This is an optimization exercise on Yosys and OpenROAD, whose aim is small area, a short achievable clock period and few clock cycles, not a production implementation. The RTL was checked by simulation tests, not by an equivalence proof against the original design. Power and IR drop assume default switching activity.

== red ==
==> flow/design.v <==
`timescale 1ns / 1ps
module apb_master (
    input         pclk,
    input         presetn,
    input         start,
    input         write,
    input  [31:0] addr,
    output        wr0,        
    output        wr1,        
    output reg    done,
    output reg    error
);
    wire in_map = (addr[31:13] == 19'd0) && (addr[11:4] == 8'd0);
    assign wr0 = start && write && in_map && !addr[12];
    assign wr1 = start && write && in_map &&  addr[12];
    always @(posedge pclk or negedge presetn) begin
        if (!presetn) begin
            done  <= 1'b0;
            error <= 1'b0;
        end else begin
            done  <= start;
            error <= !in_map;
        end
    end
endmodule
`timescale 1ns / 1ps
module apb_slave (
    input         pclk,
    input         presetn,
    input         we,         
    input         rsel,       
    input  [1:0]  idx,
    input  [3:0]  strb,
    input  [31:0] wdata,
    output [31:0] rdata       
);
    reg [31:0] regfile [0:3];
    reg [3:0]  valid;
    wire [31:0] mdata = wdata & {{8{strb[3]}}, {8{strb[2]}}, {8{strb[1]}}, {8{strb[0]}}};
    always @(posedge pclk or negedge presetn) begin
        if (!presetn)
            valid <= 4'b0;
        else if (we)
            valid[idx] <= 1'b1;
    end
    wire [31:0] part [0:3];
    genvar r, b;
    generate
        for (r = 0; r < 4; r = r + 1) begin : g_reg
            for (b = 0; b < 4; b = b + 1) begin : g_byte
                always @(posedge pclk)
                    if (we && idx == r && (strb[b] || !valid[r]))
                        regfile[r][8*b +: 8] <= mdata[8*b +: 8];
            end
            wire sel = rsel && idx == r && valid[r];
            assign part[r] = {32{sel}} & regfile[r];
        end
    endgenerate
    assign rdata = part[0] | part[1] | part[2] | part[3];
endmodule
`timescale 1ns / 1ps
module apb_top(
    input        pclk,
    input        presetn,
    input        start,
    input        write,
    input [31:0] addr,
    input [31:0] wdata,
    input [3:0]  strb,
    input [2:0]  prot,
    output [31:0] rdata,
    output        done,
    output        error
);
    wire        wr0, wr1;
    wire [31:0] rd0, rd1;
    reg  [31:0] rdata_q;
    apb_master master (
        .pclk    (pclk),
        .presetn (presetn),
        .start   (start),
        .write   (write),
        .addr    (addr),
        .wr0     (wr0),
        .wr1     (wr1),
        .done    (done),
        .error   (error)
    );
    apb_slave slave0 (
        .pclk    (pclk),
        .presetn (presetn),
        .we      (wr0),
        .rsel    (!addr[12]),
        .idx     (addr[3:2]),
        .strb    (strb),
        .wdata   (wdata),
        .rdata   (rd0)
    );
    apb_slave slave1 (
        .pclk    (pclk),
        .presetn (presetn),
        .we      (wr1),
        .rsel    (addr[12]),
        .idx     (addr[3:2]),
        .strb    (strb),
        .wdata   (wdata),
        .rdata   (rd1)
    );
    always @(posedge pclk)
        rdata_q <= rd0 | rd1;
    assign rdata = rdata_q;
endmodule
==> flow/config.mk <==
export PLATFORM = sky130hd
export DESIGN_NAME = apb_top
export DESIGN_NICKNAME = apb_top
export VERILOG_FILES = /design/flow/design.v
export SDC_FILE = /design/flow/constraint.sdc
export NUM_CORES = 4
export LEC_CHECK = 0
export ABC_CLOCK_PERIOD_IN_PS = 1200
export CAP_MARGIN = 20
export CORE_MARGIN = 2
export CORE_UTILIZATION = 60
export CTS_BUF_LIST = sky130_fd_sc_hd__clkbuf_16
export CTS_CLUSTER_DIAMETER = 100
export CTS_CLUSTER_SIZE = 30
export SETUP_SLACK_MARGIN = 2.0
export SLEW_MARGIN = 20
==> flow/constraint.sdc <==
create_clock -name core_clock -period 4.0 [get_ports {pclk}]
set_input_delay 0.8000 -clock core_clock [delete_from_list [all_inputs] [get_ports {pclk}]]
set_output_delay 0.8000 -clock core_clock [all_outputs]
set_load 0.01 [all_outputs]
standard.sh (not shown) runs the stock make flow with config.mk's settings and CLKGATE_MAP_FILE= SYNTH_SCRIPT=/design/flow/synth_recipe.tcl, a recipe that flattens the netlist after the stock synthesis.
==> flow/flow/run.sh <==
#!/bin/bash
# The standard layout (bash standard.sh), with the port buffers that
# buffer_ports inserts made of a plain buffer cell instead of the delay cell it
# picks by default. ORFS writes each step's full log under orfs/logs/; make's
# own output goes to make_finish.log here.
set -euo pipefail
bash standard.sh "BUFFER_PORTS_ARGS=-buffer_cell sky130_fd_sc_hd__buf_1" finish > make_finish.log 2>&1
red closes out successfully: all stages finished, all timing, DRC and antenna checks passed.
Testbench counts of red, summed over its fixed seeds: cycles 3,200.
Here is what was changed in the inputs of blue compared with red.
Settings: CTS_CLUSTER_DIAMETER removed (was 100); ABC_CLOCK_PERIOD_IN_PS removed (was 1200); CTS_BUF_LIST changed from sky130_fd_sc_hd__clkbuf_16 to sky130_fd_sc_hd__clkbuf_4 sky130_fd_sc_hd__clkbuf_8; SETUP_SLACK_MARGIN removed (was 2.0); CTS_CLUSTER_SIZE removed (was 30); CORE_UTILIZATION changed from 60 to 40.
==> flow/run.sh (new file) <==
#!/bin/bash
# synth_recipe.tcl (not shown) runs the flow's synth.tcl, then flattens the netlist and writes it again
# the make line also repeats each setting of config.mk as NAME=value (left out here)
make -C /OpenROAD-flow-scripts/flow DESIGN_CONFIG=/design/flow/config.mk WORK_HOME=/design/flow/orfs CLKGATE_MAP_FILE= SYNTH_SCRIPT=/design/flow/synth_recipe.tcl finish
removed: flow/flow/run.sh
removed: flow/standard.sh
==> comparison <==
Half-perimeter wire length of the detailed placement result: lower on red
Measured against each other, blue and red differ in placement-stage worst setup slack, the higher figure coming from blue.
Against red, total power in blue rose by more than 10%.
Compare blue and red | clock-pin transition on the worst setup and hold timing paths lower: blue
Delta (blue minus red): layout-stage area growth over the synthesis result went up 1.4 points; worst hold-check slack went up 0.19 ns.
The inputs of green differ from those of blue as listed below.
Settings: CTS_CLUSTER_SIZE: unset -> 20; CTS_CLUSTER_DIAMETER: unset -> 60; SETUP_SLACK_MARGIN: unset -> 2.0; CTS_BUF_LIST: sky130_fd_sc_hd__clkbuf_4 sky130_fd_sc_hd__clkbuf_8 -> sky130_fd_sc_hd__clkbuf_16.
==> flow/flow/run.sh (new file) <==
#!/bin/bash
# The standard layout (bash standard.sh), with the port buffers that
# buffer_ports inserts made of a plain buffer cell instead of the delay cell it
# picks by default. ORFS writes each step's full log under orfs/logs/; make's
# own output goes to make_finish.log here.
set -euo pipefail
bash standard.sh "BUFFER_PORTS_ARGS=-buffer_cell sky130_fd_sc_hd__buf_2" finish > make_finish.log 2>&1
==> flow/standard.sh (new file) <==
#!/bin/bash
# synth_recipe.tcl (not shown) runs the flow's synth.tcl, then flattens the netlist and writes it again
# the make line also repeats each setting of config.mk as NAME=value (left out here)
make -C /OpenROAD-flow-scripts/flow DESIGN_CONFIG=/design/flow/config.mk WORK_HOME=/design/flow/orfs CLKGATE_MAP_FILE= SYNTH_SCRIPT=/design/flow/synth_recipe.tcl "${@:-finish}"
removed: flow/run.sh
==> results.txt <==
Compared to blue, green has clock slew seen by the registers of the worst setup and hold paths 0.02 ns higher.
green: power share of the combinational group is 0.4 points lower than what blue reported.
Count of buffers added by post-CTS timing repair for setup (higher): green
For the cell count, green came in 23 lower than blue did.
Setup slack of the critical path after layout for green: 0.66 ns up relative to blue
green vs blue on number of instances resized during post-cts repair: green is the higher one.
Global-route usage, blue and green: smaller value in blue
Internal power contribution: green better than blue
Inputs modified between green and orange:
Settings: CTS_BUF_LIST no longer set, was sky130_fd_sc_hd__clkbuf_16; SETUP_SLACK_MARGIN no longer set, was 2.0; CTS_CLUSTER_DIAMETER no longer set, was 60; CTS_CLUSTER_SIZE no longer set, was 20.
==> flow/run.sh (new file) <==
#!/bin/bash
# synth_recipe.tcl (not shown) runs the flow's synth.tcl, then flattens the netlist and writes it again
# the make line also repeats each setting of config.mk as NAME=value (left out here)
make -C /OpenROAD-flow-scripts/flow DESIGN_CONFIG=/design/flow/config.mk WORK_HOME=/design/flow/orfs CLKGATE_MAP_FILE= SYNTH_SCRIPT=/design/flow/synth_recipe.tcl finish
removed: flow/flow/run.sh
removed: flow/standard.sh
Notes after the runs:
orange vs green: maximum frequency down by more than 10%
Delta (orange minus green): final hold slack increased by 0.33 ns relative to the old numbers; logic gate share of total power closely matched the old numbers; global-route wire length before repair decreased by 3.9% relative to the old numbers; global-route usage over all layers decreased by 0.63 points relative to the old numbers.
Cell count: orange lower than green
orange ended with less core utilization than green.
diff inputs: orange => purple
Settings: an added SETUP_SLACK_MARGIN of 2.3; an added CTS_CLUSTER_DIAMETER of 50; an added CTS_BUF_LIST of sky130_fd_sc_hd__clkbuf_8 sky130_fd_sc_hd__clkbuf_16; an added CTS_CLUSTER_SIZE of 16.
==> flow/flow/run.sh (new file) <==
#!/bin/bash
# The standard layout (bash standard.sh), with the port buffers that
# buffer_ports inserts made of a plain buffer cell instead of the delay cell it
# picks by default. ORFS writes each step's full log under orfs/logs/; make's
# own output goes to make_finish.log here.
set -euo pipefail
bash standard.sh "BUFFER_PORTS_ARGS=-buffer_cell sky130_fd_sc_hd__buf_2" finish > make_finish.log 2>&1
==> flow/standard.sh (new file) <==
#!/bin/bash
# synth_recipe.tcl (not shown) runs the flow's synth.tcl, then flattens the netlist and writes it again
# the make line also repeats each setting of config.mk as NAME=value (left out here)
make -C /OpenROAD-flow-scripts/flow DESIGN_CONFIG=/design/flow/config.mk WORK_HOME=/design/flow/orfs CLKGATE_MAP_FILE= SYNTH_SCRIPT=/design/flow/synth_recipe.tcl "${@:-finish}"
removed: flow/run.sh
==> comparison <==
- Delta (purple minus orange): vias per cell saw an increase, worst-case headroom to the max-slew limit picked up an extra 18 points, worst setup margin saw an increase, count of input and output buffers has remained practically unchanged.
- Run comparison: purple slowest cell on the critical path sky130_fd_sc_hd__nor4_4; orange slowest cell on the critical path sky130_fd_sc_hd__clkdlybuf4s50_1

==> afterwards: timing with drivers on the ports <==
The results above use ideal ports. As a check the final layouts listed here were re-extracted and re-timed, cells and wires unchanged. Step 1 sets driving cells, clkbuf_16 on the clock port and buf_2 on the other inputs (assumed; they add their load-dependent delay and slew). Step 2, shift: input delay + t, output delay - t, t = (earliest + latest rising clock arrival at the registers) / 2. This alone moves slack from input paths to output paths. Three values: ideal ports, drivers, drivers and shift; two values: the first two.
run	shift t [ns]	setup slack, ns	worst setup path at the end	worst register clock-pin slew, ns
red	0.528	1.959 / 1.971 / 1.444	input to register	0.12 / 0.12
blue	0.575	1.366 / 1.378 / 0.803	input to register	0.06 / 0.06
green	0.570	2.024 / 2.036 / 1.467	input to register	0.08 / 0.08
orange	0.579	1.380 / 1.395 / 0.817	input to register	0.06 / 0.06
purple	0.568	1.983 / 2.009 / 1.441	input to register	0.07 / 0.07
After both steps setup and hold are still met in every run listed.
